Background: an optimization exercise with open tools, aiming at small area. Do not read the settings as production practice. The RTL was checked by simulation tests, not by an equivalence proof against the original design.

[config.mk]
export PLATFORM = sky130hd
export DESIGN_NAME = audio_mixer
export DESIGN_NICKNAME = audio_mixer
export VERILOG_FILES = /design/flow/design.v
export SDC_FILE = /design/flow/constraint.sdc
export NUM_CORES = 4
export LEC_CHECK = 0
export CAP_MARGIN = 20
export CORE_MARGIN = 2
export CORE_UTILIZATION = 65
export CTS_BUF_LIST = sky130_fd_sc_hd__clkbuf_8 sky130_fd_sc_hd__clkbuf_16
export CTS_CLUSTER_DIAMETER = 70
export CTS_CLUSTER_SIZE = 28
export PLACE_DENSITY = 0.75
export SLEW_MARGIN = 20
[constraint.sdc]
create_clock -name core_clock -period 20.0 [get_ports {clk}]
set_input_delay 4.0000 -clock core_clock [delete_from_list [all_inputs] [get_ports {clk}]]
set_output_delay 4.0000 -clock core_clock [all_outputs]
set_load 0.01 [all_outputs]
[design.v]
module mac_sd(X, A, C, ACC, S);
input	[15:0]	X;
input	[7:0]	A;
input	[7:0]	C;
input	[15:0]	ACC;
output	[15:0]	S;
wire [7:0] pos = A & ~C;
wire [7:0] neg = C & ~A;
wire v1;
wire v2;
wire v3;
wire v4;
wire v5;
wire v6;
wire v7;
wire v8;
wire v9;
wire v10;
wire v11;
wire v12;
wire v13;
wire v14;
wire v15;
wire v16;
wire v17;
wire v18;
wire v19;
wire v20;
wire v21;
wire v22;
wire v23;
wire v24;
wire v25;
wire v26;
wire v27;
wire v28;
wire v29;
wire v30;
wire v31;
wire v32;
wire v33;
wire v34;
wire v35;
wire v36;
wire v37;
wire v38;
wire v39;
wire v40;
wire v41;
wire v42;
wire v43;
wire v44;
wire v45;
wire v46;
wire v47;
wire v48;
wire v49;
wire v50;
wire v51;
wire v52;
wire v53;
wire v54;
wire v55;
wire v56;
wire v57;
wire v58;
wire v59;
wire v60;
wire v61;
wire v62;
wire v63;
wire v64;
wire v65;
wire v66;
wire v67;
wire v68;
wire s69;
wire c70;
wire s71;
wire c72;
wire s73;
wire c74;
wire s75;
wire c76;
wire s77;
wire c78;
wire s79;
wire c80;
wire s81;
wire c82;
wire s83;
wire c84;
wire s85;
wire c86;
wire s87;
wire c88;
wire s89;
wire c90;
wire s91;
wire c92;
wire s93;
wire c94;
wire s95;
wire c96;
wire s97;
wire c98;
wire s99;
wire c100;
wire s101;
wire c102;
wire s103;
wire c104;
wire s105;
wire c106;
wire s107;
wire c108;
wire s109;
wire c110;
wire s111;
wire c112;
wire s113;
wire c114;
wire s115;
wire c116;
wire s117;
wire c118;
wire s119;
wire c120;
wire s121;
wire c122;
wire s123;
wire c124;
wire s125;
wire c126;
wire s127;
wire c128;
wire s129;
wire c130;
wire s131;
wire c132;
wire s133;
wire c134;
wire s135;
wire c136;
wire s137;
wire c138;
wire s139;
wire c140;
wire s141;
wire c142;
wire s143;
wire c144;
wire s145;
wire c146;
wire s147;
wire c148;
wire s149;
wire c150;
wire s151;
wire c152;
wire s153;
wire c154;
wire s155;
wire c156;
wire s157;
wire c158;
wire s159;
wire c160;
wire s161;
wire c162;
wire s163;
wire c164;
wire s165;
wire c166;
wire s167;
wire c168;
wire s169;
wire c170;
wire s171;
wire c172;
wire s173;
wire c174;
wire s175;
wire c176;
wire s177;
wire c178;
wire s179;
wire c180;
wire s181;
wire c182;
wire s183;
wire c184;
wire s185;
wire c186;
wire s187;
wire c188;
wire s189;
wire c190;
wire s191;
wire c192;
wire s193;
wire c194;
wire s195;
wire c196;
wire s197;
wire c198;
wire s199;
wire c200;
wire s201;
wire c202;
wire s203;
wire c204;
wire s205;
wire c206;
wire s207;
wire c208;
wire s209;
wire c210;
wire s211;
wire c212;
wire s213;
wire c214;
wire s215;
wire c216;
wire s217;
wire c218;
wire s219;
wire c220;
wire s221;
wire c222;
wire s223;
wire c224;
wire s225;
wire c226;
wire s227;
wire c228;
wire s229;
wire c230;
wire s231;
wire c232;
wire s233;
wire c234;
wire s235;
wire c236;
wire s237;
wire c238;
wire s239;
wire c240;
wire s241;
wire c242;
wire s243;
wire c244;
wire s245;
wire c246;
wire s247;
assign v1 = X[11] ? pos[0] : neg[0];
assign v2 = X[12] ? pos[0] : neg[0];
assign v3 = X[13] ? pos[0] : neg[0];
assign v4 = X[14] ? pos[0] : neg[0];
assign v5 = X[15] ? ~pos[0] : ~neg[0];
assign v6 = X[10] ? pos[1] : neg[1];
assign v7 = X[11] ? pos[1] : neg[1];
assign v8 = X[12] ? pos[1] : neg[1];
assign v9 = X[13] ? pos[1] : neg[1];
assign v10 = X[14] ? pos[1] : neg[1];
assign v11 = X[15] ? ~pos[1] : ~neg[1];
assign v12 = X[9] ? pos[2] : neg[2];
assign v13 = X[10] ? pos[2] : neg[2];
assign v14 = X[11] ? pos[2] : neg[2];
assign v15 = X[12] ? pos[2] : neg[2];
assign v16 = X[13] ? pos[2] : neg[2];
assign v17 = X[14] ? pos[2] : neg[2];
assign v18 = X[15] ? ~pos[2] : ~neg[2];
assign v19 = X[8] ? pos[3] : neg[3];
assign v20 = X[9] ? pos[3] : neg[3];
assign v21 = X[10] ? pos[3] : neg[3];
assign v22 = X[11] ? pos[3] : neg[3];
assign v23 = X[12] ? pos[3] : neg[3];
assign v24 = X[13] ? pos[3] : neg[3];
assign v25 = X[14] ? pos[3] : neg[3];
assign v26 = X[15] ? ~pos[3] : ~neg[3];
assign v27 = X[7] ? pos[4] : neg[4];
assign v28 = X[8] ? pos[4] : neg[4];
assign v29 = X[9] ? pos[4] : neg[4];
assign v30 = X[10] ? pos[4] : neg[4];
assign v31 = X[11] ? pos[4] : neg[4];
assign v32 = X[12] ? pos[4] : neg[4];
assign v33 = X[13] ? pos[4] : neg[4];
assign v34 = X[14] ? pos[4] : neg[4];
assign v35 = X[15] ? ~pos[4] : ~neg[4];
assign v36 = X[6] ? pos[5] : neg[5];
assign v37 = X[7] ? pos[5] : neg[5];
assign v38 = X[8] ? pos[5] : neg[5];
assign v39 = X[9] ? pos[5] : neg[5];
assign v40 = X[10] ? pos[5] : neg[5];
assign v41 = X[11] ? pos[5] : neg[5];
assign v42 = X[12] ? pos[5] : neg[5];
assign v43 = X[13] ? pos[5] : neg[5];
assign v44 = X[14] ? pos[5] : neg[5];
assign v45 = X[15] ? ~pos[5] : ~neg[5];
assign v46 = X[5] ? pos[6] : neg[6];
assign v47 = X[6] ? pos[6] : neg[6];
assign v48 = X[7] ? pos[6] : neg[6];
assign v49 = X[8] ? pos[6] : neg[6];
assign v50 = X[9] ? pos[6] : neg[6];
assign v51 = X[10] ? pos[6] : neg[6];
assign v52 = X[11] ? pos[6] : neg[6];
assign v53 = X[12] ? pos[6] : neg[6];
assign v54 = X[13] ? pos[6] : neg[6];
assign v55 = X[14] ? pos[6] : neg[6];
assign v56 = X[15] ? ~pos[6] : ~neg[6];
assign v57 = X[4] ? pos[7] : neg[7];
assign v58 = X[5] ? pos[7] : neg[7];
assign v59 = X[6] ? pos[7] : neg[7];
assign v60 = X[7] ? pos[7] : neg[7];
assign v61 = X[8] ? pos[7] : neg[7];
assign v62 = X[9] ? pos[7] : neg[7];
assign v63 = X[10] ? pos[7] : neg[7];
assign v64 = X[11] ? pos[7] : neg[7];
assign v65 = X[12] ? pos[7] : neg[7];
assign v66 = X[13] ? pos[7] : neg[7];
assign v67 = X[14] ? pos[7] : neg[7];
assign v68 = X[15] ? ~pos[7] : ~neg[7];
assign s69 = ACC[0] ^ v1 ^ neg[0];
assign c70 = (ACC[0] & v1) | (neg[0] & (ACC[0] ^ v1));
assign s71 = v6 ^ neg[1] ^ v12;
assign c72 = (v6 & neg[1]) | (v12 & (v6 ^ neg[1]));
assign s73 = s69 ^ s71 ^ neg[2];
assign c74 = (s69 & s71) | (neg[2] & (s69 ^ s71));
assign s75 = v19 ^ neg[3] ^ v27;
assign c76 = (v19 & neg[3]) | (v27 & (v19 ^ neg[3]));
assign s77 = c70 ^ c72 ^ ACC[1];
assign c78 = (c70 & c72) | (ACC[1] & (c70 ^ c72));
assign s79 = v2 ^ v7 ^ v13;
assign c80 = (v2 & v7) | (v13 & (v2 ^ v7));
assign s81 = ACC[2] ^ v3 ^ v8;
assign c82 = (ACC[2] & v3) | (v8 & (ACC[2] ^ v3));
assign s83 = ACC[3] ^ v4;
assign c84 = ACC[3] & v4;
assign s85 = ACC[4] ^ v5 ^ v10;
assign c86 = (ACC[4] & v5) | (v10 & (ACC[4] ^ v5));
assign s87 = s73 ^ s75 ^ neg[4];
assign c88 = (s73 & s75) | (neg[4] & (s73 ^ s75));
assign s89 = v36 ^ neg[5];
assign c90 = v36 & neg[5];
assign s91 = c74 ^ c76 ^ s77;
assign c92 = (c74 & c76) | (s77 & (c74 ^ c76));
assign s93 = s79 ^ v20 ^ v28;
assign c94 = (s79 & v20) | (v28 & (s79 ^ v20));
assign s95 = v37 ^ v47;
assign c96 = v37 & v47;
assign s97 = c78 ^ c80 ^ s81;
assign c98 = (c78 & c80) | (s81 & (c78 ^ c80));
assign s99 = v14 ^ v21 ^ v29;
assign c100 = (v14 & v21) | (v29 & (v14 ^ v21));
assign s101 = v38 ^ v48 ^ v59;
assign c102 = (v38 & v48) | (v59 & (v38 ^ v48));
assign s103 = c82 ^ s83 ^ v9;
assign c104 = (c82 & s83) | (v9 & (c82 ^ s83));
assign s105 = v15 ^ v22 ^ v30;
assign c106 = (v15 & v22) | (v30 & (v15 ^ v22));
assign s107 = v39 ^ v49 ^ v60;
assign c108 = (v39 & v49) | (v60 & (v39 ^ v49));
assign s109 = c84 ^ s85 ^ v16;
assign c110 = (c84 & s85) | (v16 & (c84 ^ s85));
assign s111 = v23 ^ v31 ^ v40;
assign c112 = (v23 & v31) | (v40 & (v23 ^ v31));
assign s113 = v50 ^ v61 ^ 1'b1;
assign c114 = (v50 & v61) | (1'b1 & (v50 ^ v61));
assign s115 = c86 ^ ACC[5] ^ v11;
assign c116 = (c86 & ACC[5]) | (v11 & (c86 ^ ACC[5]));
assign s117 = v17 ^ v24 ^ v32;
assign c118 = (v17 & v24) | (v32 & (v17 ^ v24));
assign s119 = v41 ^ v51 ^ v62;
assign c120 = (v41 & v51) | (v62 & (v41 ^ v51));
assign s121 = ACC[6] ^ v18 ^ v25;
assign c122 = (ACC[6] & v18) | (v25 & (ACC[6] ^ v18));
assign s123 = v33 ^ v42 ^ v52;
assign c124 = (v33 & v42) | (v52 & (v33 ^ v42));
assign s125 = ACC[7] ^ v26 ^ v34;
assign c126 = (ACC[7] & v26) | (v34 & (ACC[7] ^ v26));
assign s127 = s87 ^ s89 ^ v46;
assign c128 = (s87 & s89) | (v46 & (s87 ^ s89));
assign s129 = c88 ^ c90 ^ s91;
assign c130 = (c88 & c90) | (s91 & (c88 ^ c90));
assign s131 = s93 ^ s95;
assign c132 = s93 & s95;
assign s133 = c92 ^ c94 ^ c96;
assign c134 = (c92 & c94) | (c96 & (c92 ^ c94));
assign s135 = s97 ^ s99 ^ s101;
assign c136 = (s97 & s99) | (s101 & (s97 ^ s99));
assign s137 = c98 ^ c100 ^ c102;
assign c138 = (c98 & c100) | (c102 & (c98 ^ c100));
assign s139 = s103 ^ s105 ^ s107;
assign c140 = (s103 & s105) | (s107 & (s103 ^ s105));
assign s141 = c104 ^ c106 ^ c108;
assign c142 = (c104 & c106) | (c108 & (c104 ^ c106));
assign s143 = s109 ^ s111 ^ s113;
assign c144 = (s109 & s111) | (s113 & (s109 ^ s111));
assign s145 = c110 ^ c112 ^ c114;
assign c146 = (c110 & c112) | (c114 & (c110 ^ c112));
assign s147 = s115 ^ s117 ^ s119;
assign c148 = (s115 & s117) | (s119 & (s115 ^ s117));
assign s149 = c116 ^ c118 ^ c120;
assign c150 = (c116 & c118) | (c120 & (c116 ^ c118));
assign s151 = s121 ^ s123 ^ v63;
assign c152 = (s121 & s123) | (v63 & (s121 ^ s123));
assign s153 = c122 ^ c124 ^ s125;
assign c154 = (c122 & c124) | (s125 & (c122 ^ c124));
assign s155 = v43 ^ v53 ^ v64;
assign c156 = (v43 & v53) | (v64 & (v43 ^ v53));
assign s157 = c126 ^ ACC[8] ^ v35;
assign c158 = (c126 & ACC[8]) | (v35 & (c126 ^ ACC[8]));
assign s159 = v44 ^ v54 ^ v65;
assign c160 = (v44 & v54) | (v65 & (v44 ^ v54));
assign s161 = ACC[9] ^ v45 ^ v55;
assign c162 = (ACC[9] & v45) | (v55 & (ACC[9] ^ v45));
assign s163 = s127 ^ neg[6];
assign c164 = s127 & neg[6];
assign s165 = c128 ^ s129 ^ s131;
assign c166 = (c128 & s129) | (s131 & (c128 ^ s129));
assign s167 = c130 ^ c132 ^ s133;
assign c168 = (c130 & c132) | (s133 & (c130 ^ c132));
assign s169 = c134 ^ c136 ^ s137;
assign c170 = (c134 & c136) | (s137 & (c134 ^ c136));
assign s171 = c138 ^ c140 ^ s141;
assign c172 = (c138 & c140) | (s141 & (c138 ^ c140));
assign s173 = c142 ^ c144 ^ s145;
assign c174 = (c142 & c144) | (s145 & (c142 ^ c144));
assign s175 = c146 ^ c148 ^ s149;
assign c176 = (c146 & c148) | (s149 & (c146 ^ c148));
assign s177 = c150 ^ c152 ^ s153;
assign c178 = (c150 & c152) | (s153 & (c150 ^ c152));
assign s179 = c154 ^ c156 ^ s157;
assign c180 = (c154 & c156) | (s157 & (c154 ^ c156));
assign s181 = c158 ^ c160 ^ s161;
assign c182 = (c158 & c160) | (s161 & (c158 ^ c160));
assign s183 = c162 ^ ACC[10] ^ v56;
assign c184 = (c162 & ACC[10]) | (v56 & (c162 ^ ACC[10]));
assign s185 = s163 ^ v57;
assign c186 = s163 & v57;
assign s187 = c164 ^ s165 ^ v58;
assign c188 = (c164 & s165) | (v58 & (c164 ^ s165));
assign s189 = c166 ^ s167 ^ s135;
assign c190 = (c166 & s167) | (s135 & (c166 ^ s167));
assign s191 = c168 ^ s169 ^ s139;
assign c192 = (c168 & s169) | (s139 & (c168 ^ s169));
assign s193 = c170 ^ s171 ^ s143;
assign c194 = (c170 & s171) | (s143 & (c170 ^ s171));
assign s195 = c172 ^ s173 ^ s147;
assign c196 = (c172 & s173) | (s147 & (c172 ^ s173));
assign s197 = c174 ^ s175 ^ s151;
assign c198 = (c174 & s175) | (s151 & (c174 ^ s175));
assign s199 = c176 ^ s177 ^ s155;
assign c200 = (c176 & s177) | (s155 & (c176 ^ s177));
assign s201 = c178 ^ s179 ^ s159;
assign c202 = (c178 & s179) | (s159 & (c178 ^ s179));
assign s203 = c180 ^ s181 ^ v66;
assign c204 = (c180 & s181) | (v66 & (c180 ^ s181));
assign s205 = c182 ^ s183 ^ v67;
assign c206 = (c182 & s183) | (v67 & (c182 ^ s183));
assign s207 = c184 ^ ACC[11] ^ v68;
assign c208 = (c184 & ACC[11]) | (v68 & (c184 ^ ACC[11]));
assign s209 = ACC[12] ^ 1'b1;
assign c210 = ACC[12] & 1'b1;
assign s211 = ACC[13] ^ 1'b1;
assign c212 = ACC[13] & 1'b1;
assign s213 = ACC[14] ^ 1'b1;
assign c214 = ACC[14] & 1'b1;
assign s215 = ACC[15] ^ 1'b1;
assign c216 = ACC[15] & 1'b1;
assign s217 = s185 ^ neg[7];
assign c218 = s185 & neg[7];
assign s219 = c186 ^ s187 ^ c218;
assign c220 = (c186 & s187) | (c218 & (c186 ^ s187));
assign s221 = c188 ^ s189 ^ c220;
assign c222 = (c188 & s189) | (c220 & (c188 ^ s189));
assign s223 = c190 ^ s191 ^ c222;
assign c224 = (c190 & s191) | (c222 & (c190 ^ s191));
assign s225 = c192 ^ s193 ^ c224;
assign c226 = (c192 & s193) | (c224 & (c192 ^ s193));
assign s227 = c194 ^ s195 ^ c226;
assign c228 = (c194 & s195) | (c226 & (c194 ^ s195));
assign s229 = c196 ^ s197 ^ c228;
assign c230 = (c196 & s197) | (c228 & (c196 ^ s197));
assign s231 = c198 ^ s199 ^ c230;
assign c232 = (c198 & s199) | (c230 & (c198 ^ s199));
assign s233 = c200 ^ s201 ^ c232;
assign c234 = (c200 & s201) | (c232 & (c200 ^ s201));
assign s235 = c202 ^ s203 ^ c234;
assign c236 = (c202 & s203) | (c234 & (c202 ^ s203));
assign s237 = c204 ^ s205 ^ c236;
assign c238 = (c204 & s205) | (c236 & (c204 ^ s205));
assign s239 = c206 ^ s207 ^ c238;
assign c240 = (c206 & s207) | (c238 & (c206 ^ s207));
assign s241 = c208 ^ s209 ^ c240;
assign c242 = (c208 & s209) | (c240 & (c208 ^ s209));
assign s243 = c210 ^ s211 ^ c242;
assign c244 = (c210 & s211) | (c242 & (c210 ^ s211));
assign s245 = c212 ^ s213 ^ c244;
assign c246 = (c212 & s213) | (c244 & (c212 ^ s213));
assign s247 = c214 ^ s215 ^ c246;
assign S = {s247, s245, s243, s241, s239, s237, s235, s233, s231, s229, s227, s225, s223, s221, s219, s217};
endmodule
module audio_mixer(
	clk,
	nRst,
	ad_ws,
	ad_bck,
	ad_di,
	ad_do,
	ad_l3md,
	ad_l3clk,
	ad_l3data,
	mcu_data,
	mcu_wr,
	mcu_cmd_data_sw,
	mcu_l3md,
	mcu_l3clk,
	mcu_l3data,
	mcu_cs1,
	mcu_cs0,
	led
);
input		clk;
input		nRst;
output	[3:0]	ad_ws;
output	[3:0]	ad_bck;
input	[3:0]	ad_di;
output	[3:0]	ad_do;
output	[3:0]	ad_l3md;
output	[3:0]	ad_l3clk;
output	[3:0]	ad_l3data;
input	[7:0]	mcu_data;
input		mcu_wr;
input		mcu_cmd_data_sw;
input		mcu_l3md;
input		mcu_l3clk;
input		mcu_l3data;
input		mcu_cs1;
input		mcu_cs0;
output	[2:0]	led;
reg	[8:0]	cnt;
reg		boot;		 
always @(posedge clk or negedge nRst)
	if (!nRst) begin
		cnt <= 9'd0;
		boot <= 1'b1;
	end else begin
		cnt <= cnt ^ {&cnt[7:0], &cnt[6:0], &cnt[5:0], &cnt[4:0], &cnt[3:0], &cnt[2:0], &cnt[1:0], cnt[0], 1'b1};
		boot <= 1'b0;
	end
wire	ws_edge  = (cnt[7:0] == 8'd0);		 
wire	ws_rise  = ws_edge & ~cnt[8];
wire	ws_fall  = ws_edge &  cnt[8];
wire	bck_rise = (cnt[3:0] == 4'd8);		 
wire	tx_zero  = boot | (cnt[7:2] == 6'd0 && cnt[1:0] != 2'd0);
wire	par = cnt[8] ^ ws_edge;
assign ad_ws  = {4{~cnt[8]}};
assign ad_bck = {4{cnt[3]}};
wire [1:0] cs = {mcu_cs1, mcu_cs0};
genvar gk;
generate for (gk = 0; gk < 4; gk = gk + 1) begin : l3
	assign ad_l3md[gk]   = (cs == gk) ? mcu_l3md   : 1'b1;
	assign ad_l3clk[gk]  = (cs == gk) ? mcu_l3clk  : 1'b1;
	assign ad_l3data[gk] = (cs == gk) ? mcu_l3data : 1'b1;
end endgenerate
assign led = {3{ad_di[0]}};
reg	[15:4]	rx0, rx1, rx2, rx3;
reg	[15:4]	dl0, dl1, dl2, dl3;		 
reg	[15:4]	dr0, dr1, dr2, dr3;		 
reg		zl, zr;
always @(posedge clk)
	if (bck_rise && cnt[7:6] != 2'b11) begin
		rx0 <= {rx0[14:4], ad_di[0]};
		rx1 <= {rx1[14:4], ad_di[1]};
		rx2 <= {rx2[14:4], ad_di[2]};
		rx3 <= {rx3[14:4], ad_di[3]};
	end
always @(posedge clk)
	if (ws_rise) begin
		dl0 <= rx0; dl1 <= rx1; dl2 <= rx2; dl3 <= rx3;
	end
always @(posedge clk)
	if (ws_fall) begin
		dr0 <= rx0; dr1 <= rx1; dr2 <= rx2; dr3 <= rx3;
	end
always @(posedge clk or negedge nRst)
	if (!nRst) begin
		zl <= 1'b1;
		zr <= 1'b1;
	end else begin
		if (ws_rise & ~boot) zl <= 1'b0;
		if (ws_fall) zr <= 1'b0;
	end
wire	cmd_wr  = mcu_wr &  mcu_cmd_data_sw;
wire	data_wr = mcu_wr & ~mcu_cmd_data_sw;
reg	[7:6]	cmd_hi;
reg	[5:0]	cmd_lo;
wire	[7:0]	cmd_r = {cmd_hi, cmd_lo};
always @(posedge clk or negedge nRst)
	if (!nRst)
		cmd_hi <= 2'b00;
	else if (cmd_wr)
		cmd_hi <= mcu_data[7:6];
always @(posedge clk)
	if (cmd_wr)
		cmd_lo <= mcu_data[5:0];
wire	tvalid = (cmd_r[7:6] == 2'b11);
wire	gain_we = data_wr & tvalid;
reg	[511:0]	gv;
reg	[63:0]	gf;
genvar gi;
generate for (gi = 0; gi < 64; gi = gi + 1) begin : gain
	always @(posedge clk)
		if (gain_we && cmd_r[5:0] == gi)
			gv[gi*8 +: 8] <= mcu_data;
	always @(posedge clk or negedge nRst)
		if (!nRst)
			gf[gi] <= 1'b0;
		else if (gain_we && cmd_r[5:0] == gi)
			gf[gi] <= 1'b1;
end endgenerate
reg	[5:0]	ecnt;		 
reg		hv;		 
reg	[7:0]	hg;		 
reg	[4:0]	hp;		 
reg		pend;		 
reg	[7:0]	cur;		 
reg	[7:0]	orig;		 
reg	[15:0]	acc0, acc1, acc2, acc3;
reg	[15:0]	out0, out1, out2, out3;
reg	[15:0]	tx0, tx1, tx2, tx3;
wire	[4:0]	tp = {cmd_r[5:4], cmd_r[2:0]};
wire		trel = tvalid & (cmd_r[3] == par);
wire		tdone = trel & ({1'b0, tp} < ecnt);
wire		capture = data_wr & tdone & ~pend;
wire		op = pend & (cmd_wr | ws_edge);
wire		proc = hv & ~op;
wire		rd = ~ecnt[5] & ~capture & (~hv | proc);
wire	[5:0]	eaddr = {ecnt[4:3], par, ecnt[2:0]};
wire	[5:0]	maddr = capture ? cmd_r[5:0] : eaddr;
wire	[7:0]	mraw = gv[maddr*8 +: 8];
wire		mflag = gf[maddr];
wire	[7:0]	mval = mflag ? mraw : 8'h80;
wire	[7:0]	rdval = (gain_we && cmd_r[5:0] == eaddr) ? mcu_data : mval;
wire	[2:0]	ui = op ? cmd_r[2:0] : hp[2:0];
wire	[1:0]	uk = op ? cmd_r[5:4] : hp[4:3];
wire	[7:0]	ua = op ? cur : hg;
wire	[7:0]	uc = op ? orig : 8'h00;
wire		first = ~op & (hp[2:0] == 3'd0);
reg	[15:4]	xm;
always @(*)
	case (ui)
	3'd0: xm = dl0;
	3'd1: xm = dr0;
	3'd2: xm = dl1;
	3'd3: xm = dr1;
	3'd4: xm = dl2;
	3'd5: xm = dr2;
	3'd6: xm = dl3;
	default: xm = dr3;
	endcase
wire	[15:4]	xs = (ui[0] ? zr : zl) ? 12'd0 : xm;
wire	[15:0]	x = {xs, 4'd0};
reg	[15:0]	accs;
always @(*)
	case (uk)
	2'd0: accs = acc0;
	2'd1: accs = acc1;
	2'd2: accs = acc2;
	default: accs = acc3;
	endcase
wire	[15:0]	sum;
mac_sd mac(.X(x), .A(ua), .C(uc), .ACC(first ? 16'd0 : accs), .S(sum));
wire	wacc = op | proc;
always @(posedge clk) begin
	if (wacc && uk == 2'd0) acc0 <= sum;
	if (wacc && uk == 2'd1) acc1 <= sum;
	if (wacc && uk == 2'd2) acc2 <= sum;
	if (wacc && uk == 2'd3) acc3 <= sum;
end
wire	out_ld = (cnt[7:0] == 8'd1);
always @(posedge clk)
	if (out_ld) begin
		out0 <= acc0; out1 <= acc1; out2 <= acc2; out3 <= acc3;
	end
always @(posedge clk)
	if (ws_edge) begin
		ecnt <= 6'd0;
		hv <= 1'b0;
		pend <= 1'b0;
	end else begin
		if (rd) begin
			hv <= 1'b1;
			ecnt <= ecnt ^ {&ecnt[4:0], &ecnt[3:0], &ecnt[2:0], &ecnt[1:0], ecnt[0], 1'b1};
		end else if (proc)
			hv <= 1'b0;
		if (capture)
			pend <= 1'b1;
		else if (cmd_wr)
			pend <= 1'b0;
	end
always @(posedge clk) begin
	if (rd) begin
		hg <= rdval;
		hp <= ecnt[4:0];
	end
	if (capture)
		orig <= mval;
	if (data_wr)
		cur <= mcu_data;
end
always @(posedge clk)
	if (ws_edge) begin
		tx0 <= out0; tx1 <= out1; tx2 <= out2; tx3 <= out3;
	end
wire	[3:0]	bsel = ~(cnt[7:4] - {3'd0, (cnt[3:0] < 4'd4)});
assign ad_do = (tx_zero | zl) ? 4'd0 : {tx3[bsel], tx2[bsel], tx1[bsel], tx0[bsel]};
endmodule
[run.sh]
#!/bin/bash
# synth_recipe.tcl (not shown) runs the flow's synth.tcl, then flattens the netlist and writes it again
# the make line also repeats each setting of config.mk as NAME=value (left out here)
make -C /OpenROAD-flow-scripts/flow DESIGN_CONFIG=/design/flow/config.mk WORK_HOME=/design/flow/orfs CLKGATE_MAP_FILE= SYNTH_SCRIPT=/design/flow/synth_recipe.tcl finish
==> flow_metrics.py, run 1 <==
metrics = {
    "drt": {
        "drt-initial-drc-count": 3150,
        "drt-wirelength-per-cell_um": 27.96,
        "detailedRoute.firstPassIterationCount": 7,
        "route.detailed.drc": 0,
        "finalWirelength_um": 104600,
        "avg_vias_per_cell": 6.727,
        "ant_nets": 0,
        "dr_total_vias": 25160,
    },
    "setup_path": {
        "critPathRequiredTime_ps": 20480,
        "ff2ff_setup_slack_ps": 6840,
        "cpMaxStageDelayCell": "sky130_fd_sc_hd__nor3_1",
        "sort_of_element_at_the_start_of_the_critical_path": "input pin",
        "cp_slowest_stage_delay_ps": 790,
        "cp_data_arrival_time_ps": 17120,
        "path_common_cell": "sky130_fd_sc_hd__fa_1",
        "critPathBufInv": 7,
        "worst_r2r_startpoint": "cnt[6]$_DFF_PN0_",
        "timing.critical_path.max_delay_family": "adder cells",
        "cp_max_fo": 20,
        "setup.worst_path.end_class": "flip-flop",
        "worst_r2r_end": "acc0[14]$_DFFE_PP_",
        "critPathKind": "in -> reg",
        "rr_worst_depth": 34,
    },
    "hold_path": {
        "min_delay_worst_endpoint": "tx2[13]$_DFFE_PN_",
        "hold-path-cell-count": 0,
        "hp-class": "reg -> reg",
        "hold_path.startpoint": "out2[13]$_DFFE_PN_",
    },
    "logic_synthesis": {
        "ys_dominant_reg_cell": "sky130_fd_sc_hd__edfxtp_1",
        "synth_top_cell_by_area": "sky130_fd_sc_hd__edfxtp_1",
        "ys_seq_area_frac": 0.6835,
        "ys_warn_count": 1,
        "postSynthAreaPerCell_um2": 14.60,
        "synth_cell_type_count": 96,
        "syn_inst": 2870,
        "post_synth_main_area_contributors": "sky130_fd_sc_hd__edfxtp_1 63%, sky130_fd_sc_hd__dfrtp_1 4.5%, sky130_fd_sc_hd__fa_1 3.7%, sky130_fd_sc_hd__mux2i_1 3.6%, sky130_fd_sc_hd__nand2_1 2.3%",
        "postSynthRegisterBits": 969,
        "yosysTopAreaCellShare": 0.6330,
        "synth_enable_flop_cells": 883,
        "async_flop_share": 0.08050,
        "synthesis.area_um2": 41890,
    },
    "placed_design": {
        "dp_hpwl_um": 68620,
        "dp_worst_setup_slack_ps": 2666,
        "gp_congestion": 0.9763,
        "io_buffers": 47,
    },
    "clock_tree": {
        "post_cts_buffers": 0,
        "cts_num_sinks": 969,
        "reg_clk_slew_reported_paths_ps": 100,
        "clockRootBuffer": "sky130_fd_sc_hd__clkbuf_16",
        "ctsHoldBuffers": 0,
        "cts-root-to-sink-buffers": 3,
        "cts.repair.resized": 0,
        "cts_htree_levels": 2,
        "tritoncts": "done",
        "cts_made_buffers": 47,
        "worstSkewPairLatency_ps": 650,
    },
    "floorplan": {
        "die-height_um": 257.9,
        "area_of_the_die_um2": 66490,
        "top_level_ports": 48,
        "floorplan.rows": 93,
        "dieWidth_um": 257.9,
        "floorplan.initialDensity": 0.6533,
        "floorplan.core_area_um2": 64120,
    },
    "job": {
        "drv.max_cap_violation_count": 0,
    },
    "sta": {
        "period_share": 0.8322,
        "worst_pin_slew_ps": 1171,
        "final_worst_path_period_need_ps": 16640,
        "rsz_0062_raised_after_global_routing": "no",
        "timing_hold_violations_final": 0,
        "max_slew_margin": 0.2119,
        "setup-tns-final_ps": 0,
        "finClkSkew_ps": 51.96,
        "setup-violations-final": 0,
        "achievable-frequency_mhz": 60.08,
        "timing.final.ws_setup_ps": 3355,
        "final_max_slew_viol_count": 0,
    },
    "global_routing": {
        "antenna_found_initial": 1,
        "gr-total-overflow": 0,
        "grt_first_pass_wirelength_um": 156700,
        "grt_start_max_net_pins": 75,
        "first_global_vias": 24630,
        "track_usage": 0.3177,
    },
    "cells_and_area": {
        "multi_input_area_um2": 12230,
        "commonest_cells_after_routing_fill_and_taps_aside": "883 x sky130_fd_sc_hd__edfxtp_1, 260 x sky130_fd_sc_hd__nand2_1, 149 x sky130_fd_sc_hd__mux2i_1",
        "leading_cell_type_in_the_layout_fill_and_taps_excluded": "sky130_fd_sc_hd__edfxtp_1",
        "seq_area_um2": 28630,
        "design.final.nets": 2973,
        "final_core_util": 0.6975,
        "num-fill-cells": 4252,
        "flow.area_growth_from_synthesis_pct": 6.760,
        "final_layout_size_suffix_gt1_frac": 0.1106,
    },
    "run_status": {
        "run_status": "finished clean",
    },
}
-- synth_stat cells (all sizes together), types with 13 or more instances --
| cell type | n |
|---|---|
| o22ai | 45 |
| ha | 25 |
| a22oi | 52 |
| mux4 | 32 |
| inv | 78 |
| a22o | 16 |
| o2111ai | 13 |
| a31oi | 39 |
| o21ai | 101 |
| nand2b | 26 |
| or3 | 14 |
| a311oi | 14 |
| or2 | 66 |
| nor2 | 128 |
| a221oi | 14 |
| nor4 | 29 |
| buf | 90 |
| fa | 77 |
| clkbuf | 90 |
| nand4 | 17 |
| dfrtp | 75 |
| a211oi | 47 |
| and2 | 20 |
| nand2 | 263 |
| and3 | 56 |
| mux2i | 150 |
| nor3 | 27 |
| or4 | 14 |
| edfxtp | 883 |
| a21oi | 84 |
| nand3 | 99 |
| mux2 | 28 |
-- stage by stage --
| stage | cells | hold slack, ps | cell area (µm²) |
|---|---|---|---|
| floorplan | 2870 | 400.3 | 41890 |
| global placement | 3654 | 402.2 | 43100 |
| detailed placement | 3655 | 404.5 | 43120 |
| CTS | 3739 | 427.6 | 44680 |
| global route | 3740 | 437.0 | 44720 |
| finish | 3741 | 424.9 | 44720 |
-- layout make-up --
type | instances | share of cell area
Inverter | 79 | 0.006631
Sequential cell | 969 | 0.6402
Timing Repair Buffer | 111 | 0.02076
Tap cell | 855 | 0.02392
Clock buffer | 50 | 0.02722
Antenna cell | 1 | 0.00005596
Multi-Input combinational cell | 1642 | 0.2735
Clock inverter | 34 | 0.007638
-- per-layer routing --
layer  share of wire  track usage  vias to the layer above
li1                -            -                    10910
met1            0.39       0.4380                    12610
met2            0.48       0.5135                     1360
met3           0.085      0.05065                      285
met4           0.048       0.1323                        0
met5               0            0                        -
-- worst reg2reg max path: cells and delay by family, from the launching register on --
kind | cells | cell delay (ps)
fa+ha+maj | 20 | 8500
compound gates | 4 | 1570
simple gates | 3 | 1070
buf+inv | 6 | 710
mux | 1 | 610
flops | 1 | 590
-- worst max-delay path by stage --
stage,from,end,cells past startpoint
after floorplan,mcu_wr,acc0[14]$_DFFE_PP_,36
after global placement,mcu_wr,acc0[14]$_DFFE_PP_,35
after detailed placement,mcu_wr,acc0[14]$_DFFE_PP_,35
after CTS,mcu_wr,acc0[14]$_DFFE_PP_,35
after global routing,mcu_wr,acc3[14]$_DFFE_PP_,35
final,mcu_wr,acc0[14]$_DFFE_PP_,35
-- logic make-up after synthesis --
kind of cell | share of synthesized area
fa+ha+maj | 0.04427
compound gates | 0.08889
other cells | 0.00008953
flops | 0.6835
buf+inv | 0.02712
simple gates | 0.09263
xor+xnor | 0.002898
mux | 0.06058
-- state kept, by name, summed over array words and instances, names as in the netlist, 16 cells and up --
name and cells:
acc0 16, acc1 16, acc2 16, acc3 16
gf 64, gv 512, out0 16, out1 16
out2 16, out3 16, tx0 16, tx1 16
tx2 16, tx3 16
==> run 2, diff against run 1 <==
--- a/config.mk
+++ b/config.mk
@@ -8,8 +8,8 @@
 export CAP_MARGIN = 20
 export CORE_MARGIN = 2
 export CORE_UTILIZATION = 65
-export CTS_BUF_LIST = sky130_fd_sc_hd__clkbuf_8 sky130_fd_sc_hd__clkbuf_16
-export CTS_CLUSTER_DIAMETER = 70
-export CTS_CLUSTER_SIZE = 28
+export CTS_BUF_LIST = sky130_fd_sc_hd__clkbuf_16
+export CTS_CLUSTER_DIAMETER = 90
+export CTS_CLUSTER_SIZE = 32
 export PLACE_DENSITY = 0.75
 export SLEW_MARGIN = 20
==> run 2 against run 1 <==
  * Still clean
  * Synthesized cell count did not move
  * Die area did not move
  * Utilization fell by 0.40 points
  * Maximum frequency fell by 0.65%
  * Via count fell by 0.20%
  * Critical path depth did not move
  * Wire length rose by 0.40%
  * Sequential cell count did not move
  * Register-to-register slack got worse by 80 ps
==> flow_metrics.py, run 2 <==
metrics = {
    "run_status": {
        "run_status": "finished clean",
    },
    "sta": {
        "finClkSkew_ps": 34.11,
        "achievable-frequency_mhz": 59.69,
        "rsz_0062_raised_after_global_routing": "no",
        "setup-tns-final_ps": 0,
        "max_slew_margin": 0.1976,
        "final_max_slew_viol_count": 0,
        "period_share": 0.8377,
        "setup-violations-final": 0,
        "final_worst_path_period_need_ps": 16750,
        "worst_pin_slew_ps": 1193,
        "timing.final.ws_setup_ps": 3247,
        "timing_hold_violations_final": 0,
    },
    "global_routing": {
        "first_global_vias": 24660,
        "grt_first_pass_wirelength_um": 157200,
        "gr-total-overflow": 0,
        "grt_start_max_net_pins": 75,
        "antenna_found_initial": 0,
        "track_usage": 0.3191,
    },
    "placed_design": {
        "placed_cell_areas_um2": 43120,
        "io_buffers": 47,
        "dp_hpwl_um": 68620,
        "gp_congestion": 0.9763,
        "dp_worst_setup_slack_ps": 2666,
    },
    "clock_tree": {
        "cts_num_sinks": 969,
        "ctsHoldBuffers": 0,
        "cts_htree_levels": 2,
        "tritoncts": "done",
        "cts.repair.resized": 0,
        "post_cts_buffers": 0,
        "cts_made_buffers": 40,
        "clockRootBuffer": "sky130_fd_sc_hd__clkbuf_16",
        "cts-root-to-sink-buffers": 3,
        "worstSkewPairLatency_ps": 620,
        "reg_clk_slew_reported_paths_ps": 110,
    },
    "logic_synthesis": {
        "synth.top_cells.by_count": "883 x sky130_fd_sc_hd__edfxtp_1, 262 x sky130_fd_sc_hd__nand2_1, 150 x sky130_fd_sc_hd__mux2i_1",
        "ys_seq_area_frac": 0.6835,
        "synth_most_common_cell": "sky130_fd_sc_hd__edfxtp_1",
        "ys_warn_count": 1,
        "async_flop_share": 0.08050,
        "synth_cell_type_count": 96,
        "post_synth_main_area_contributors": "sky130_fd_sc_hd__edfxtp_1 63%, sky130_fd_sc_hd__dfrtp_1 4.5%, sky130_fd_sc_hd__fa_1 3.7%, sky130_fd_sc_hd__mux2i_1 3.6%, sky130_fd_sc_hd__nand2_1 2.3%",
        "postSynthAreaPerCell_um2": 14.60,
        "syn_inst": 2870,
        "yosysTopAreaCellShare": 0.6330,
        "synth_top_cell_by_area": "sky130_fd_sc_hd__edfxtp_1",
        "ys_dominant_reg_cell": "sky130_fd_sc_hd__edfxtp_1",
        "synthesis.area_um2": 41890,
        "postSynthRegisterBits": 969,
        "synth_enable_flop_cells": 883,
    },
    "setup_path": {
        "cp_data_arrival_time_ps": 17220,
        "cp_slowest_stage_delay_ps": 810,
        "critPathRequiredTime_ps": 20470,
        "sort_of_element_at_the_start_of_the_critical_path": "input pin",
        "setup.worst_path.end_class": "flip-flop",
        "cpMaxStageDelayCell": "sky130_fd_sc_hd__nor3_1",
        "cp_max_fo": 20,
        "critPathKind": "in -> reg",
        "path_common_cell": "sky130_fd_sc_hd__fa_1",
    },
    "hold_path": {
        "hp-class": "reg -> reg",
    },
    "drt": {
        "route.detailed.drc": 0,
        "dr_total_vias": 25110,
        "finalWirelength_um": 105000,
        "ant_nets": 0,
        "drt-initial-drc-count": 3185,
        "drt-wirelength-per-cell_um": 28.17,
        "detailedRoute.firstPassIterationCount": 6,
        "avg_vias_per_cell": 6.736,
    },
    "floorplan": {
        "floorplan.initialDensity": 0.6533,
        "area_of_the_die_um2": 66490,
        "die-height_um": 257.9,
        "top_level_ports": 48,
        "floorplan.core_area_um2": 64120,
        "floorplan.rows": 93,
        "dieWidth_um": 257.9,
    },
    "cells_and_area": {
        "final_core_util": 0.6935,
        "max_flop_register": "gv",
        "leading_cell_type_in_the_layout_fill_and_taps_excluded": "sky130_fd_sc_hd__edfxtp_1",
        "final_layout_size_suffix_gt1_frac": 0.1034,
        "design.final.nets": 2966,
        "largest_register_ffs": 512,
        "fin_area_um2": 44460,
        "commonest_cells_after_routing_fill_and_taps_aside": "883 x sky130_fd_sc_hd__edfxtp_1, 260 x sky130_fd_sc_hd__nand2_1, 149 x sky130_fd_sc_hd__mux2i_1",
        "reg.largest.list": "gv: 512 flops, gf: 64 flops",
        "antennaDiodeCount": 0,
        "num-fill-cells": 4265,
        "flow.area_growth_from_synthesis_pct": 6.144,
    },
    "job": {
        "drv.max_cap_violation_count": 0,
    },
}
[run 2: cell counts after synthesis]
No cell type changed its count.
[run 2: cell type report]
type                       count  area [µm²]  share of cell area
sequential                   969       28630              0.6440
multi-input combinational   1642       12230              0.2751
tap                          855        1070             0.02406
clock buffer                  41        1026             0.02308
timing repair buffer         111       928.4             0.02088
inverter                      79       296.5            0.006669
clock inverter                31       277.8            0.006247
[run 2: logic make-up (layout without fill, tap and decap cells)]
logic type / Yosys count / in the layout / synth area share
flops: 969 / 969 / 0.6835
simple gates: 784 / 784 / 0.09263
compound gates: 532 / 532 / 0.08889
buf+inv: 259 / 262 / 0.02712
mux: 210 / 210 / 0.06058
fa+ha+maj: 102 / 102 / 0.04427
xor+xnor: 13 / 13 / 0.002898
other cells: 1 / 1 / 0.00008953
[run 2: critical path, delay by kind of cell]
kind	cells	cell delay, ps
AO/OA/AOI/OAI	4	1550
adder cells (fa/ha/maj)	20	8510
buffers and inverters	7	1240
multiplexers	1	630
AND/OR/NAND/NOR	3	1280
[run 2: worst paths after layout]
kind	from	end	slack, ps	cells after the start
min reg2reg	out1[8]$_DFFE_PN_	tx1[8]$_DFFE_PN_	430	0
max reg2reg	cnt[6]$_DFF_PN0_	acc1[14]$_DFFE_PP_	6760	34
max	mcu_wr	acc1[14]$_DFFE_PP_	3250	35
min	out1[8]$_DFFE_PN_	tx1[8]$_DFFE_PN_	430	0
min in group asynchronous	nRst	cnt[7]$_DFF_PN0_	3210	1
max in group asynchronous	nRst	gf[31]$_DFFE_PN0P_	15600	2
[run 2: through the flow]
step                      hold WS, ps  cells
final                           428.3   3728
after floorplan                 400.3   2870
after global routing            439.1   3728
after CTS                       430.3   3727
after detailed placement        404.5   3655
after global placement          402.2   3654
[run 2: layer usage]
| layer | share of wire | up-vias | global-route usage |
|---|---|---|---|
| met2 | 0.48 | 1376 | 0.5167 |
| met4 | 0.050 | 2 | 0.1331 |
| li1 | - | 10870 | - |
| met1 | 0.39 | 12570 | 0.4402 |
| met3 | 0.085 | 299 | 0.04918 |
| met5 | 0.00020 | - | 0 |
==> run 3, diff against run 2 <==
--- a/design.v
+++ b/design.v
@@ -609,18 +609,31 @@
 wire	tvalid = (cmd_r[7:6] == 2'b11);
 wire	gain_we = data_wr & tvalid;
 reg	[511:0]	gv;
-reg	[63:0]	gf;
+wire	[7:0]	gdata = boot ? 8'h80 : mcu_data;
 genvar gi;
 generate for (gi = 0; gi < 64; gi = gi + 1) begin : gain
 	always @(posedge clk)
-		if (gain_we && cmd_r[5:0] == gi)
-			gv[gi*8 +: 8] <= mcu_data;
-	always @(posedge clk or negedge nRst)
-		if (!nRst)
-			gf[gi] <= 1'b0;
-		else if (gain_we && cmd_r[5:0] == gi)
-			gf[gi] <= 1'b1;
+		if (boot || (gain_we && cmd_r[5:0] == gi))
+			gv[gi*8 +: 8] <= gdata;
 end endgenerate
+function [7:0] mux4g(input [31:0] v, input [1:0] s);
+	case (s)
+	2'd0: mux4g = v[7:0];
+	2'd1: mux4g = v[15:8];
+	2'd2: mux4g = v[23:16];
+	default: mux4g = v[31:24];
+	endcase
+endfunction
+wire	[5:0]	maddr;
+wire	[127:0]	gl1;
+wire	[31:0]	gl2;
+generate for (gi = 0; gi < 16; gi = gi + 1) begin : gmux1
+	assign gl1[gi*8 +: 8] = mux4g(gv[gi*32 +: 32], maddr[1:0]);
+end endgenerate
+generate for (gi = 0; gi < 4; gi = gi + 1) begin : gmux2
+	assign gl2[gi*8 +: 8] = mux4g(gl1[gi*32 +: 32], maddr[3:2]);
+end endgenerate
+wire	[7:0]	mval = mux4g(gl2, maddr[5:4]);
 reg	[5:0]	ecnt;		 
 reg		hv;		 
 reg	[7:0]	hg;		 
@@ -639,10 +652,7 @@
 wire		proc = hv & ~op;
 wire		rd = ~ecnt[5] & ~capture & (~hv | proc);
 wire	[5:0]	eaddr = {ecnt[4:3], par, ecnt[2:0]};
-wire	[5:0]	maddr = capture ? cmd_r[5:0] : eaddr;
-wire	[7:0]	mraw = gv[maddr*8 +: 8];
-wire		mflag = gf[maddr];
-wire	[7:0]	mval = mflag ? mraw : 8'h80;
+assign		maddr = capture ? cmd_r[5:0] : eaddr;
 wire	[7:0]	rdval = (gain_we && cmd_r[5:0] == eaddr) ? mcu_data : mval;
 wire	[2:0]	ui = op ? cmd_r[2:0] : hp[2:0];
 wire	[1:0]	uk = op ? cmd_r[5:4] : hp[4:3];
--- a/config.mk
+++ b/config.mk
@@ -8,8 +8,8 @@
 export CAP_MARGIN = 20
 export CORE_MARGIN = 2
 export CORE_UTILIZATION = 65
-export CTS_BUF_LIST = sky130_fd_sc_hd__clkbuf_16
-export CTS_CLUSTER_DIAMETER = 90
-export CTS_CLUSTER_SIZE = 32
+export CTS_BUF_LIST = sky130_fd_sc_hd__clkbuf_8 sky130_fd_sc_hd__clkbuf_16
+export CTS_CLUSTER_DIAMETER = 70
+export CTS_CLUSTER_SIZE = 28
 export PLACE_DENSITY = 0.75
 export SLEW_MARGIN = 20
==> run 3 against run 2 <==
  * Still clean on timing, DRC and antenna
  * Utilization increased by 0.88 points
  * Sequential share of layout area increased by 0.82 points
  * Global-route usage about the same
  * Register-to-register slack got worse by 240 ps
  * Wire length decreased by 7.3%
  * Critical path depth increased by 1
  * Clock-buffer cell count increased by 1
  * Synthesized cell count decreased by 12%
  * Die area decreased by 7.2%
  * Critical path type unchanged
==> flow_metrics.py, run 3 <==
metrics = {
    "drt": {
        "route.detailed.drc": 0,
        "avg_vias_per_cell": 6.922,
        "finalWirelength_um": 97310,
        "drt-initial-drc-count": 3431,
        "drt-wirelength-per-cell_um": 29.35,
        "detailedRoute.firstPassIterationCount": 9,
        "ant_nets": 0,
        "dr_total_vias": 22950,
    },
    "clock_tree": {
        "worstSkewPairLatency_ps": 640,
        "cts.repair.resized": 0,
        "cts_num_sinks": 905,
        "post_cts_buffers": 0,
        "cts-root-to-sink-buffers": 3,
        "ctsHoldBuffers": 0,
        "cts_made_buffers": 42,
        "tritoncts": "done",
        "cts_htree_levels": 2,
        "reg_clk_slew_reported_paths_ps": 100,
        "clockRootBuffer": "sky130_fd_sc_hd__clkbuf_16",
    },
    "sta": {
        "final_max_slew_viol_count": 0,
        "period_share": 0.8397,
        "setup-tns-final_ps": 0,
        "finClkSkew_ps": 42.77,
        "setup-violations-final": 0,
        "worst_pin_slew_ps": 1281,
        "final_worst_path_period_need_ps": 16790,
        "max_slew_margin": 0.1352,
        "rsz_0062_raised_after_global_routing": "no",
        "timing_hold_violations_final": 0,
        "achievable-frequency_mhz": 59.54,
    },
    "job": {
        "drv.max_cap_violation_count": 0,
    },
    "setup_path": {
        "path_common_cell": "sky130_fd_sc_hd__fa_1",
        "sort_of_element_at_the_start_of_the_critical_path": "input pin",
        "timing.critical_path.max_delay_family": "adder cells",
        "setup.worst_path.end_class": "flip-flop",
        "critPathBufInv": 7,
        "cp_max_fo": 18,
        "cp_slowest_stage_delay_ps": 590,
        "critPathRequiredTime_ps": 20460,
        "cp_data_arrival_time_ps": 17260,
        "critPathKind": "in -> reg",
        "ff2ff_setup_slack_ps": 6520,
        "cpMaxStageDelayCell": "sky130_fd_sc_hd__fa_1",
    },
    "logic_synthesis": {
        "synth_cell_type_count": 92,
        "synth-xor-area-share": 0.002934,
        "postSynthRegisterBits": 905,
        "synth_mux_area_frac": 0.04572,
        "synth_most_common_cell": "sky130_fd_sc_hd__edfxtp_1",
        "post_synth_main_area_contributors": "sky130_fd_sc_hd__edfxtp_1 68%, sky130_fd_sc_hd__fa_1 4.0%, sky130_fd_sc_hd__o21ai_0 2.4%, sky130_fd_sc_hd__mux2i_1 2.1%, sky130_fd_sc_hd__mux4_2 1.9%",
        "post_synth_fa_ha_maj_area_fraction": 0.04778,
        "synthesis.area_um2": 38810,
        "syn_inst": 2528,
        "ys_dominant_reg_cell": "sky130_fd_sc_hd__edfxtp_1",
        "synth.top_cells.by_count": "883 x sky130_fd_sc_hd__edfxtp_1, 189 x sky130_fd_sc_hd__o21ai_0, 151 x sky130_fd_sc_hd__nand2_1",
        "yosysTopAreaCellShare": 0.6833,
        "synth_enable_flop_cells": 883,
        "postSynthAreaPerCell_um2": 15.35,
        "dominant_combinational_cell_family_by_area_after_synthesis": "compound AO/OA/AOI/OAI gates",
        "ys_warn_count": 1,
        "synth-compound-area-share": 0.1228,
        "synth_top_cell_by_area": "sky130_fd_sc_hd__edfxtp_1",
        "async_flop_share": 0.01547,
        "fraction_of_the_mapped_netlist_area_in_simple_logic_gates": 0.05659,
        "ys_seq_area_frac": 0.6965,
    },
    "global_routing": {
        "grt_start_max_net_pins": 82,
        "track_usage": 0.3193,
        "first_global_vias": 22120,
        "antenna_found_initial": 1,
        "gr-total-overflow": 0,
        "grt_first_pass_wirelength_um": 143200,
    },
    "floorplan": {
        "die-height_um": 248.3,
        "floorplan.initialDensity": 0.6575,
        "floorplan.rows": 89,
        "area_of_the_die_um2": 61670,
        "dieWidth_um": 248.3,
        "top_level_ports": 48,
        "floorplan.core_area_um2": 59020,
    },
    "cells_and_area": {
        "antennaDiodeCount": 0,
        "final_layout_size_suffix_gt1_frac": 0.09677,
        "commonest_cells_after_routing_fill_and_taps_aside": "883 x sky130_fd_sc_hd__edfxtp_1, 185 x sky130_fd_sc_hd__o21ai_0, 151 x sky130_fd_sc_hd__nand2_1",
        "design.final.nets": 2636,
        "leading_cell_type_in_the_layout_fill_and_taps_excluded": "sky130_fd_sc_hd__edfxtp_1",
        "largest_register_ffs": 512,
        "max_flop_register": "gv",
        "flow.area_growth_from_synthesis_pct": 6.803,
        "num-fill-cells": 3838,
    },
    "placed_design": {
        "io_buffers": 47,
        "dp_hpwl_um": 63130,
        "gp_congestion": 0.9547,
    },
    "run_status": {
        "run_status": "finished clean",
    },
    "hold_path": {
        "hp-class": "reg -> reg",
    },
}
==> run 3: cell type report <==
| cell class | count | area (µm²) | area share |
|---|---|---|---|
| sequential | 905 | 27030 | 0.6522 |
| multi-input combinational | 1372 | 10890 | 0.2626 |
| clock buffer | 42 | 1051 | 0.02536 |
| tap | 773 | 967.2 | 0.02334 |
| timing repair buffer | 109 | 935.9 | 0.02258 |
| inverter | 83 | 312.8 | 0.007547 |
| clock inverter | 31 | 264.0 | 0.006370 |
==> run 3: final timing paths <==
| path | startpoint | endpoint | cells after the start |
|---|---|---|---|
| max | mcu_wr | acc0[14]$_DFFE_PP_ | 36 |
| max in group asynchronous | nRst | cnt[5]$_DFF_PN0_ | 1 |
| min | out0[10]$_DFFE_PN_ | tx0[10]$_DFFE_PN_ | 0 |
| max reg2reg | cnt[3]$_DFF_PN0_ | acc0[14]$_DFFE_PP_ | 33 |
| min in group asynchronous | nRst | cmd_hi[7]$_DFFE_PN0P_ | 1 |
| min reg2reg | out0[10]$_DFFE_PN_ | tx0[10]$_DFFE_PN_ | 0 |
==> run 3: metal layers <==
| layer | routed length [µm] | part of all wire | track usage |
|---|---|---|---|
| met1 | 37540 | 0.39 | 0.4476 |
| met2 | 45960 | 0.47 | 0.5085 |
| met3 | 9318 | 0.096 | 0.05225 |
| met4 | 4471 | 0.046 | 0.1273 |
| met5 | 13 | 0.00013 | 0 |
==> run 3: per-stage QoR <==
step	cell area (µm²)	instances	hold WS, ps	setup slack [ps]	utilization
finish	41450	3315	417.1	3206	0.7022
global route	41450	3315	427.6	2455	0.7022
detailed placement	40120	3242	404.5	2614	0.6799
global placement	40120	3242	401.2	2943	0.6799
CTS	41440	3315	421.4	3249	0.7021
floorplan	38810	2528	400.3	4417	-
==> run 3: cell families (layout without fill, tap and decap cells) <==
family | Yosys count | count (layout)
buffers and inverters | 251 | 265
multiplexers | 133 | 133
flip-flops | 905 | 905
other | 1 | 1
adder cells (fa/ha/maj) | 102 | 102
AO/OA/AOI/OAI | 684 | 684
XOR/XNOR | 13 | 13
AND/OR/NAND/NOR | 439 | 439
==> run 3: worst reg2reg max path, delay by kind of cell (launching register included) <==
kind / cells / cell delay [ps]
simple gates: 3 / 1150
flops: 1 / 470
compound gates: 6 / 2310
buf+inv: 4 / 350
fa+ha+maj: 20 / 9080
==> run 4, diff against run 3 <==
==> flow/run.sh (new file) <==
#!/bin/bash
# The standard layout (the standard.sh, standard synthesis), with two
# changes to how it is built: the buffers that synthesis inserted are removed
# at floorplan (the resizer re-buffers where slew or load needs it), and
# clock tree synthesis inserts no dummy loads.
export REMOVE_ABC_BUFFERS=1
export CTS_ARGS="-sink_clustering_enable -repair_clock_nets -sink_clustering_size 28 -sink_clustering_max_diameter 70 -buf_list {sky130_fd_sc_hd__clkbuf_8 sky130_fd_sc_hd__clkbuf_16} -dont_use_dummy_load"
bash standard.sh > standard.log 2>&1
==> standard.sh (new file) <==
#!/bin/bash
# synth_recipe.tcl (not shown) runs the flow's synth.tcl, then flattens the netlist and writes it again
# the make line also repeats each setting of config.mk as NAME=value (left out here)
make -C /OpenROAD-flow-scripts/flow DESIGN_CONFIG=/design/flow/config.mk WORK_HOME=/design/flow/orfs CLKGATE_MAP_FILE= SYNTH_SCRIPT=/design/flow/synth_recipe.tcl "${@:-finish}"
removed: run.sh
==> run 4 against run 3 <==
  * Still clean on timing, DRC and antenna
  * Die area stayed put
  * Clock skew is 36 ps higher
  * Worst hold slack better by 5.0 ps
  * Critical path depth is 1 lower
  * Global-route usage is 0.32 points higher
  * Cell count is 0.78% lower
  * Maximum frequency is 0.99% higher
  * Largest cell class unchanged
==> flow_metrics.py, run 4 <==
metrics = {
    "sta": {
        "setup-violations-final": 0,
        "setup-tns-final_ps": 0,
        "rsz_0062_raised_after_global_routing": "no",
        "worst_pin_slew_ps": 1261,
        "finClkSkew_ps": 78.64,
        "max_slew_margin": 0.1483,
        "final_worst_path_period_need_ps": 16630,
        "final_max_slew_viol_count": 0,
        "period_share": 0.8315,
        "timing.final.ws_setup_ps": 3371,
        "timing_hold_violations_final": 0,
        "achievable-frequency_mhz": 60.13,
    },
    "setup_path": {
        "rr_worst_depth": 33,
        "path_common_cell": "sky130_fd_sc_hd__fa_1",
        "sort_of_element_at_the_start_of_the_critical_path": "input pin",
        "ff2ff_setup_slack_ps": 6650,
        "setup.worst_path.end_class": "flip-flop",
        "worst_r2r_startpoint": "cnt[3]$_DFF_PN0_",
        "critPathKind": "in -> reg",
        "worst_r2r_end": "acc1[14]$_DFFE_PP_",
        "cp_max_fo": 19,
        "cp_slowest_stage_delay_ps": 660,
        "cp_data_arrival_time_ps": 17080,
        "cpMaxStageDelayCell": "sky130_fd_sc_hd__o21ai_2",
        "critPathRequiredTime_ps": 20450,
    },
    "logic_synthesis": {
        "synth_enable_flop_cells": 883,
        "synth_top_cell_by_area": "sky130_fd_sc_hd__edfxtp_1",
        "ys_dominant_reg_cell": "sky130_fd_sc_hd__edfxtp_1",
        "postSynthAreaPerCell_um2": 15.35,
        "ys_warn_count": 1,
        "synth_most_common_cell": "sky130_fd_sc_hd__edfxtp_1",
        "yosysTopAreaCellShare": 0.6833,
        "synthesis.area_um2": 38810,
        "synth.top_cells.by_count": "883 x sky130_fd_sc_hd__edfxtp_1, 189 x sky130_fd_sc_hd__o21ai_0, 151 x sky130_fd_sc_hd__nand2_1",
        "syn_inst": 2528,
        "synth_cell_type_count": 92,
        "postSynthRegisterBits": 905,
        "post_synth_main_area_contributors": "sky130_fd_sc_hd__edfxtp_1 68%, sky130_fd_sc_hd__fa_1 4.0%, sky130_fd_sc_hd__o21ai_0 2.4%, sky130_fd_sc_hd__mux2i_1 2.1%, sky130_fd_sc_hd__mux4_2 1.9%",
        "ys_seq_area_frac": 0.6965,
        "async_flop_share": 0.01547,
    },
    "cells_and_area": {
        "largest_register_ffs": 512,
        "design.final.nets": 2641,
        "final_layout_size_suffix_gt1_frac": 0.09459,
        "leading_cell_type_in_the_layout_fill_and_taps_excluded": "sky130_fd_sc_hd__edfxtp_1",
        "max_flop_register": "gv",
        "flow.area_growth_from_synthesis_pct": 6.355,
        "antennaDiodeCount": 0,
        "commonest_cells_after_routing_fill_and_taps_aside": "883 x sky130_fd_sc_hd__edfxtp_1, 185 x sky130_fd_sc_hd__o21ai_0, 151 x sky130_fd_sc_hd__nand2_1",
        "fin_area_um2": 41270,
    },
    "floorplan": {
        "area_of_the_die_um2": 61670,
        "floorplan.core_area_um2": 59020,
        "die-height_um": 248.3,
        "top_level_ports": 48,
        "floorplan.initialDensity": 0.6575,
        "dieWidth_um": 248.3,
        "floorplan.rows": 89,
    },
    "job": {
        "drv.max_cap_violation_count": 0,
    },
    "drt": {
        "dr_total_vias": 22880,
        "drt-wirelength-per-cell_um": 29.54,
        "top_layer_used": "met5",
        "wl_met3_um": 9749,
        "wl_met1_um": 36130,
        "drt-initial-drc-count": 3422,
        "route.detailed.drc": 0,
        "ant_nets": 0,
        "detailedRoute.firstPassIterationCount": 7,
        "met2RoutedLength_um": 46460,
        "finalWirelength_um": 97140,
        "avg_vias_per_cell": 6.957,
    },
    "clock_tree": {
        "cts-root-to-sink-buffers": 3,
        "worstSkewPairLatency_ps": 640,
        "cts.repair.resized": 0,
        "ctsHoldBuffers": 0,
        "cts_num_sinks": 905,
        "cts_htree_levels": 2,
        "clockRootBuffer": "sky130_fd_sc_hd__clkbuf_16",
        "cts_made_buffers": 43,
        "reg_clk_slew_reported_paths_ps": 100,
        "tritoncts": "done",
        "post_cts_buffers": 0,
    },
    "run_status": {
        "run_status": "finished clean",
    },
    "global_routing": {
        "gr-total-overflow": 0,
        "track_usage": 0.3225,
        "grt_first_pass_wirelength_um": 144300,
        "antenna_found_initial": 0,
        "grt_start_max_net_pins": 84,
        "first_global_vias": 22450,
    },
    "hold_path": {
        "hold_path.startpoint": "out2[11]$_DFFE_PN_",
        "min_delay_worst_endpoint": "tx2[11]$_DFFE_PN_",
        "hp-class": "reg -> reg",
        "hold-path-cell-count": 0,
    },
    "placed_design": {
        "dp_worst_setup_slack_ps": 2733,
        "gp_congestion": 0.9404,
        "placed_cell_areas_um2": 40170,
        "io_buffers": 47,
        "dp_hpwl_um": 63400,
    },
}
[run 4: cell counts after synthesis]
Identical to the previous run, type by type.
[run 4: per-stage QoR]
step,hold slack (ps),std cells,util
6_report,422.1,3289,0.6993
5_1_grt,431.3,3289,0.6993
4_1_cts,423.8,3288,0.6988
3_5_place_dp,404.5,3245,0.6806
3_3_place_gp,400.7,3243,0.6800
2_1_floorplan,400.3,2360,-
[run 4: layer usage]
metal  GRT usage  vias to the layer above
met1      0.4407                    11400
li1            -                     9804
met5    0.006359                        -
met2      0.5226                     1420
met4      0.1355                        2
met3     0.05214                      259
[run 4: worst max path at each step]
stage | startpoint | to | slack, ps | cells after the start
finish | mcu_wr | acc1[14]$_DFFE_PP_ | 3370 | 35
detailed placement | mcu_wr | acc3[14]$_DFFE_PP_ | 2730 | 35
global route | mcu_wr | acc3[14]$_DFFE_PP_ | 2660 | 35
global placement | mcu_wr | acc1[14]$_DFFE_PP_ | 2970 | 36
floorplan | mcu_cmd_data_sw | acc0[14]$_DFFE_PP_ | 3630 | 30
CTS | mcu_wr | acc3[14]$_DFFE_PP_ | 3380 | 35
[run 4: area by class of cell]
| class | instances | area (µm²) |
|---|---|---|
| multi-input combinational | 1372 | 10910 |
| sequential | 905 | 27030 |
| timing repair buffer | 113 | 978.4 |
| fill | 3829 | 17750 |
| clock buffer | 43 | 1076 |
| tap | 773 | 967.2 |
| inverter | 83 | 311.5 |
[run 4: cell families (layout without fill, tap and decap cells)]
| family | Yosys count | count (layout) | synth area share |
|---|---|---|---|
| flip-flops | 905 | 905 | 0.6965 |
| AO/OA/AOI/OAI | 684 | 684 | 0.1228 |
| other | 1 | 1 | 0.00009663 |
| AND/OR/NAND/NOR | 439 | 439 | 0.05659 |
| XOR/XNOR | 13 | 13 | 0.002934 |
| adder cells (fa/ha/maj) | 102 | 102 | 0.04778 |
| buffers and inverters | 251 | 239 | 0.02754 |
| multiplexers | 133 | 133 | 0.04572 |
[run 4: worst max-delay path: cells and delay by family]
family / cells / cell delay [ps]
simple gates: 3 / 770
fa+ha+maj: 20 / 9030
buf+inv: 6 / 1170
compound gates: 6 / 2100

static timing again, ports no longer ideal:
The results above use ideal ports. As a check the final layouts listed here were re-extracted and re-timed, cells and wires unchanged. Step 1 sets driving cells, clkbuf_16 on the clock port and buf_2 on the other inputs (assumed; they add their load-dependent delay and slew). Step 2 times the ports against the registers' clock, not the clock port: input delays grow and output delays shrink by t, the midpoint of the rising clock arrivals with the driver on. Three values: ideal ports, drivers, drivers and shift; two values: the first two.
run | t, ns | setup WS [ns] | worst setup path after step 2 | pins driven straight from the clock port
run 1 | 0.695 | 3.355 / 3.389 / 2.694 | input to register | 1
run 2 | 0.681 | 3.247 / 3.283 / 2.602 | input to register | 1
run 3 | 0.683 | 3.206 / 3.239 / 2.556 | input to register | 1
run 4 | 0.665 | 3.371 / 3.406 / 2.741 | input to register | 1
After both steps every run listed still meets setup and hold. For run 1, which loses most, drivers alone change the setup slack by +0.034 ns; drivers and shift together by -0.661 ns.
